Context: an optimization exercise on an open-source flow, tuned for a short achievable clock period and few clock cycles per item. The choices shown serve that exercise and are no tape-out recipe. For this run, only the layout was checked, not whether the RTL still works.

==> flow/design.v <==
`timescale 1ns/10ps
module mm_gcd (
    clock,
    reset,
    a,
    b,
    c,
    start,
    finished
);
input clock;
input reset;
input [31:0] a;
input [31:0] b;
output [31:0] c;
input start;
output finished;
reg [31:0] u;
reg [31:0] v;
reg [4:0] k;
reg fin;
reg fix;
reg [4:0] qu;      
reg [4:0] qv;      
assign finished = fin;
assign c = u << k;
function [4:0] ctz32;
    input [31:0] x;
    integer i;
    begin
        ctz32 = 5'd0;
        for (i = 31; i >= 0; i = i - 1)
            if (x[i]) ctz32 = i;
    end
endfunction
function [4:0] qtab;
    input [2:0] l;
    input [2:0] s;
    begin
        case ({l, s})
            6'o00: qtab = 5'b00011;
            6'o01: qtab = 5'b01000;
            6'o02: qtab = 5'b10000;
            6'o03: qtab = 5'b00110;
            6'o04: qtab = 5'b00101;
            6'o05: qtab = 5'b10011;
            6'o06: qtab = 5'b01011;
            6'o07: qtab = 5'b00000;
            6'o10: qtab = 5'b10011;
            6'o11: qtab = 5'b00011;
            6'o12: qtab = 5'b00110;
            6'o13: qtab = 5'b01011;
            6'o14: qtab = 5'b01000;
            6'o15: qtab = 5'b00101;
            6'o16: qtab = 5'b00000;
            6'o17: qtab = 5'b10000;
            6'o20: qtab = 5'b01011;
            6'o21: qtab = 5'b00110;
            6'o22: qtab = 5'b00011;
            6'o23: qtab = 5'b10011;
            6'o24: qtab = 5'b10000;
            6'o25: qtab = 5'b00000;
            6'o26: qtab = 5'b00101;
            6'o27: qtab = 5'b01000;
            6'o30: qtab = 5'b00110;
            6'o31: qtab = 5'b10000;
            6'o32: qtab = 5'b01000;
            6'o33: qtab = 5'b00011;
            6'o34: qtab = 5'b00000;
            6'o35: qtab = 5'b01011;
            6'o36: qtab = 5'b10011;
            6'o37: qtab = 5'b00101;
            6'o40: qtab = 5'b00101;
            6'o41: qtab = 5'b10011;
            6'o42: qtab = 5'b01011;
            6'o43: qtab = 5'b00000;
            6'o44: qtab = 5'b00011;
            6'o45: qtab = 5'b01000;
            6'o46: qtab = 5'b10000;
            6'o47: qtab = 5'b00110;
            6'o50: qtab = 5'b01000;
            6'o51: qtab = 5'b00101;
            6'o52: qtab = 5'b00000;
            6'o53: qtab = 5'b10000;
            6'o54: qtab = 5'b10011;
            6'o55: qtab = 5'b00011;
            6'o56: qtab = 5'b00110;
            6'o57: qtab = 5'b01011;
            6'o60: qtab = 5'b10000;
            6'o61: qtab = 5'b00000;
            6'o62: qtab = 5'b00101;
            6'o63: qtab = 5'b01000;
            6'o64: qtab = 5'b01011;
            6'o65: qtab = 5'b00110;
            6'o66: qtab = 5'b00011;
            6'o67: qtab = 5'b10011;
            6'o70: qtab = 5'b00000;
            6'o71: qtab = 5'b01011;
            6'o72: qtab = 5'b10011;
            6'o73: qtab = 5'b00101;
            6'o74: qtab = 5'b00110;
            6'o75: qtab = 5'b10000;
            6'o76: qtab = 5'b01000;
            6'o77: qtab = 5'b00011;
        endcase
    end
endfunction
function [4:0] qneg;
    input [4:0] q;
    input n;
    begin
        qneg = {q[4:2], q[1] ^ n, q[0] ^ n};
    end
endfunction
function [71:0] reduce_sums;
    input [31:0] l;
    input [31:0] s;
    input [4:0] q;
    reg [35:0] se, sp, sn, nl, le, x, y, nx, ny, r, nr;
    begin
        le = {4'd0, l};
        se = {4'd0, s};
        nl = ~le ^ 36'd1;                   
        sn = ~se ^ 36'd1;                   
        sp = q[1] ? sn : se;                
        x = ({36{q[4]}} & (sp << 1)) | ({36{q[3]}} & (sp << 2)) | ({36{q[2]}} & (sp << 3));
        sp = q[1] ? se : sn;
        nx = ({36{q[4]}} & (sp << 1)) | ({36{q[3]}} & (sp << 2)) | ({36{q[2]}} & (sp << 3));
        y = q[0] ? sn : se;
        ny = q[0] ? se : sn;
        r = (le ^ x ^ y) + (((le & x) | (le & y) | (x & y)) << 1);
        nr = (nl ^ nx ^ ny) + (((nl & nx) | (nl & ny) | (nx & ny)) << 1);
        reduce_sums = {r, nr};
    end
endfunction
wire [4:0] za = ctz32(a);
wire [4:0] zb = ctz32(b);
wire [31:0] ao = a >> za;
wire [31:0] bo = b >> zb;
wire a_zero = (a == 32'd0);
wire b_zero = (b == 32'd0);
wire a_pow2 = ((a & (a - 32'd1)) == 32'd0);
wire b_pow2 = ((b & (b - 32'd1)) == 32'd0);
wire gt = (u > v);
wire eq = (u == v);
wire [35:0] ru, nru, rv, nrv;
assign {ru, nru} = reduce_sums(u, v, qu);
assign {rv, nrv} = reduce_sums(v, u, qv);
function [2:0] tz;
    input [6:0] x;
    begin
        casez (x)
            7'b??????1: tz = 3'd0;
            7'b?????10: tz = 3'd1;
            7'b????100: tz = 3'd2;
            7'b???1000: tz = 3'd3;
            7'b??10000: tz = 3'd4;
            7'b?100000: tz = 3'd5;
            7'b1000000: tz = 3'd6;
            default:    tz = 3'd7;
        endcase
    end
endfunction
function is_one_pow2;    
    input [35:0] x;
    begin
        is_one_pow2 = (x[35:12] == 24'd0) && (x[3:0] == 4'd0) &&
                      (x[11:4] != 8'd0) && ((x[11:4] & (x[11:4] - 8'd1)) == 8'd0);
    end
endfunction
wire [2:0] tu = tz(ru[10:4]);
wire [2:0] tv = tz(rv[10:4]);
wire [35:0] au = ru[35] ? nru : ru;
wire [35:0] av = rv[35] ? nrv : rv;
wire [31:0] wu = au[35:4] >> tu;
wire [31:0] wv = av[35:4] >> tv;
wire ou = is_one_pow2(ru) || is_one_pow2(nru);
wire ov = is_one_pow2(rv) || is_one_pow2(nrv);
wire eu = (ru[11:4] == 8'd0);            
wire ev = (rv[11:4] == 8'd0);
wire [14:0] ru_sh = ru[18:4] >> tu;
wire [14:0] rv_sh = rv[18:4] >> tv;
wire [4:0] qu_gt = qneg(qtab(ru_sh[3:1], v[3:1]), ru[35]);
wire [4:0] qv_gt = qneg(qtab(v[3:1], ru_sh[3:1]), ru[35]);
wire [4:0] qu_le = qneg(qtab(rv_sh[3:1], u[3:1]), rv[35]);
wire [4:0] qv_le = qneg(qtab(u[3:1], rv_sh[3:1]), rv[35]);
wire [31:0] uf = u >> ctz32(u);
always @(posedge clock) begin
    if (reset == 0) begin
        fin <= 1'b1;
        fix <= 1'b0;
    end
    else if (start) begin
        fix <= 1'b0;
        if (a_zero || b_zero) begin
            fin <= 1'b1;
            u <= a | b;
            k <= 5'd0;
        end
        else begin
            k <= (za < zb) ? za : zb;
            u <= (a_pow2 || b_pow2) ? 32'd1 : ao;
            v <= bo;
            fin <= a_pow2 || b_pow2 || (a == b);
            qu <= qtab(ao[3:1], bo[3:1]);
            qv <= qtab(bo[3:1], ao[3:1]);
        end
    end
    else if (!fin) begin
        if (fix) begin
            fix <= 1'b0;
            if (u == 32'd0) begin
                u <= v;
                fin <= 1'b1;
            end
            else begin
                u <= uf;
                fin <= (uf == 32'd1);
                qu <= qtab(uf[3:1], v[3:1]);
                qv <= qtab(v[3:1], uf[3:1]);
            end
        end
        else if (eq) begin
            fin <= 1'b1;
        end
        else if (gt) begin
            u <= wu;
            fin <= ou;
            fix <= eu;
            qu <= qu_gt;
            qv <= qv_gt;
        end
        else begin
            u <= wv;
            v <= u;
            fin <= ov;
            fix <= ev;
            qu <= qu_le;
            qv <= qv_le;
        end
    end
end
endmodule
==> flow/run.sh <==
#!/bin/bash
# synth_recipe.tcl (not shown) runs the flow's synth.tcl, then flattens the netlist and writes it again
# the make line also repeats each setting of config.mk as NAME=value (left out here)
make -C /OpenROAD-flow-scripts/flow DESIGN_CONFIG=/design/flow/config.mk WORK_HOME=/design/flow/orfs CLKGATE_MAP_FILE= SYNTH_SCRIPT=/design/flow/synth_recipe.tcl finish
==> flow/config.mk <==
export PLATFORM = sky130hd
export DESIGN_NAME = mm_gcd
export DESIGN_NICKNAME = mm_gcd
export VERILOG_FILES = /design/flow/design.v
export SDC_FILE = /design/flow/constraint.sdc
export NUM_CORES = 4
export LEC_CHECK = 0
export CAP_MARGIN = 20
export CORE_MARGIN = 2
export CORE_UTILIZATION = 40
export SLEW_MARGIN = 20
==> flow/constraint.sdc <==
create_clock -name core_clock -period 5.0 [get_ports {clock}]
set_input_delay 1.0000 -clock core_clock [delete_from_list [all_inputs] [get_ports {clock}]]
set_output_delay 1.0000 -clock core_clock [all_outputs]
set_load 0.01 [all_outputs]
==> impl_metrics.tcl <==
set metrics [dict create \
    clk_pin_slew_ns 0.07 \
    numCtsBuffers 9 \
    fin_skew_ns 0.0120 \
    hold_viol 0 \
    ys_seq_elements 81 \
    slew_viol_final 0 \
    final.period_utilization 1.26 \
    root_buffer "clkbuf_16" \
    holdCritStartpoint "fin" \
    avgSynthCellArea_sq_um 7.56 \
    antenna_found_initial 6 \
    cp.arrival_ns 6.41 \
    r2r-start "qv[1]" \
    post-dp-hpwl_mm 151 \
    ant_nets 0 \
    ys.flop_type "edfxtp_1" \
    setup_slack_ns -1.31 \
    grt_usage 0.396 \
    setup_viol 43 \
    startpoint_type "flop" \
    cts_buffer_depth 2 \
    first_global_vias 42100 \
    drtPass1Iterations 10 \
    num-nets-final 6452 \
    cts.htree.levels 3 \
    clkSinkCount 81 \
    drc 0 \
    status "complete, but fails checks" \
    grt_max_degree 59 \
    relSlewSlack 0.211 \
    whs_ns 0.739 \
    required_ns 5.09 \
    core_sq_um 85500 \
    synth_top_area_frac 0.0979 \
    crit_path_end_kind "flop" \
    syn_inst 4586 \
    synthTopCellsByArea "mux2i_1, ha_1, fa_1" \
    dp.cells 7021 \
    worst-setup-path-type "flop to flop" \
    grt_pass1_wl_mm 268 \
    async_flop_share 0 \
    dieArea_sq_um 89000 \
    worst_pin_slew_ns 1.18 \
    layout.cells.non_filler 7161 \
    synth_area_sq_um 34600 \
    synth.distinct_cells 99 \
    drt-initial-drc-count 5110 \
    num_rows 107 \
    post_drt_wl_per_cell_um 25.7 \
    period_minus_slack_ns 6.31 \
    synth_edf_count 79 \
    cts_tree "built" \
    synth.net_count 5030 \
    route.vias.total 43800 \
    startpoint "qv[1]" \
    worstHoldPathType "flop to flop" \
    rsz0062_at_grt "yes" \
    io_buffers 99 \
    nFillCells 7765 \
    drt-total-wl_mm 184 \
    so.violations "setup timing" \
    hold_buffers 0 \
    start_util 0.405 \
    crit_fanout 4 \
    maxCapViolations 0 \
    clock_latency_ns 0.40 \
    synth_seq_area_share 0.0696 \
    die_w_um 298 \
    slowest_stage "mux4_2" \
    gp_congestion 1.08 \
    num_io_pins 100 \
    cpPeakStageDelay_ns 0.51 \
    grt-ovfl-total 0 \
    synth_common_cells "inv_1, nand2_1, mux2i_1" \
    vias_per_cell 6.12 \
    synth_most_common_cell "inv_1" \
    drive_gt1_frac 0.361 \
    dieHeight_um 298 \
    yosys_warnings 1 \
    area_delta_synth_final_pct 50.9 \
    max_freq_mhz 158 \
    synth_top_area_cell "mux2i_1" \
]
[layout make-up]
type / instances / area (sq um) / share of cell area
Multi-Input combinational cell: 3770 / 32300 / 0.618
Timing Repair Buffer: 1738 / 14300 / 0.273
Sequential cell: 81 / 2410 / 0.0461
Inverter: 408 / 1540 / 0.0295
Tap cell: 1144 / 1430 / 0.0274
Clock buffer: 9 / 225 / 0.00431
Clock inverter: 7 / 45.0 / 0.000862
Antenna cell: 4 / 10.0 / 0.000191
[cell usage in the layout, fill, tap and decap left out, types with 95 or more instances in the layout]
cell                n
mux2i_1           270
nor2_1            305
a222oi_1          121
inv_1             387
buf_4            1518
o21ai_0           169
a21o_1            109
xnor2_1           142
nor3_1             95
fa_1              123
clkdlybuf4s50_1    98
a21oi_1           267
xor2_1            217
ha_1              223
nand2_1           336
[final timing paths]
kind           end  slack (ns)  depth (start not counted)
max          qv[0]       -1.31                         27
max reg2reg  qv[0]       -1.31                         27
min            fix        0.74                          2
min reg2reg    fix        0.74                          2
[layer usage]
| metal | routed length [um] | up-vias | GRT usage |
|---|---|---|---|
| li1 | - | 19900 | - |
| met2 | 80200 | 2335 | 0.616 |
| met1 | 74600 | 21100 | 0.519 |
| met4 | 11900 | 8 | 0.213 |
| met3 | 17400 | 511 | 0.0726 |
| met5 | 56 | - | 0 |
[metrics by stage]
step	cell area (sq um)	setup TNS [ns]	setup slack [ns]	utilization
floorplan	35300	-10.80	-1.20	-
global placement	48000	-40.62	-1.54	0.562
detailed placement	48000	-41.87	-1.53	0.562
CTS	51100	-33.82	-1.13	0.597
global route	52300	-49.34	-1.45	0.611
finish	52300	-43.05	-1.31	0.611
[cell families (layout without fill, tap and decap cells)]
| logic type | Yosys count | in the layout | share of synthesized area |
|---|---|---|---|
| AOI/OAI and AO/OA | 1386 | 1387 | 0.279 |
| adders and majority gates | 382 | 382 | 0.165 |
| and+or+nand+nor | 1148 | 1148 | 0.155 |
| buffers and inverters | 736 | 2162 | 0.0805 |
| xor gates and xnor gates | 399 | 399 | 0.101 |
| muxes | 454 | 454 | 0.149 |
| DFF | 81 | 81 | 0.0696 |
| other | 0 | 4 | 0 |
[state kept, by name, summed over array words and instances (netlist names)]
name / flops
fin: 1
fix: 1
k: 5
qu: 5
qv: 5
u: 32
v: 32
[worst max-delay path: cells and delay by family, from the launching register on]
| family | cells | cell delay (ns) |
|---|---|---|
| mux | 3 | 0.93 |
| fa+ha+maj | 3 | 0.99 |
| buf+inv | 7 | 1.02 |
| compound gates | 8 | 1.79 |
| simple gates | 4 | 0.52 |
| flops | 1 | 0.41 |
| xor+xnor | 2 | 0.34 |
[what timing repair did]
action | 4_1_cts | 5_1_grt
setup endpoints to repair | 44 | 44
cloned | 9 | 0
buffers inserted | 112 | 45
gates resized for setup | 407 | 183
pin swaps | 146 | 140
endpoints found under the hold margin | 0 | 0

port drivers added, routing unchanged:
In the flow no input, the clock included, has a driving cell. The finished layout below was timed again as built, in two steps. Step 1, drivers: a clkbuf_16 drives clock and a buf_2 each remaining input, both assumed. Step 2 times the ports against the registers' clock, not the clock port: input delays grow and output delays shrink by t, the midpoint of the rising clock arrivals with the driver on. Three values: ideal ports, drivers, drivers and shift; two values: the first two.
t, ns: 0.442
slack for setup (ns): -1.315 / -1.315 / -1.315
worst setup path at the end: register to register
clock arrival spread, ns: 0.012 / 0.012
For this run, drivers alone change the setup slack by 0.000 ns; drivers and shift together by 0.000 ns.
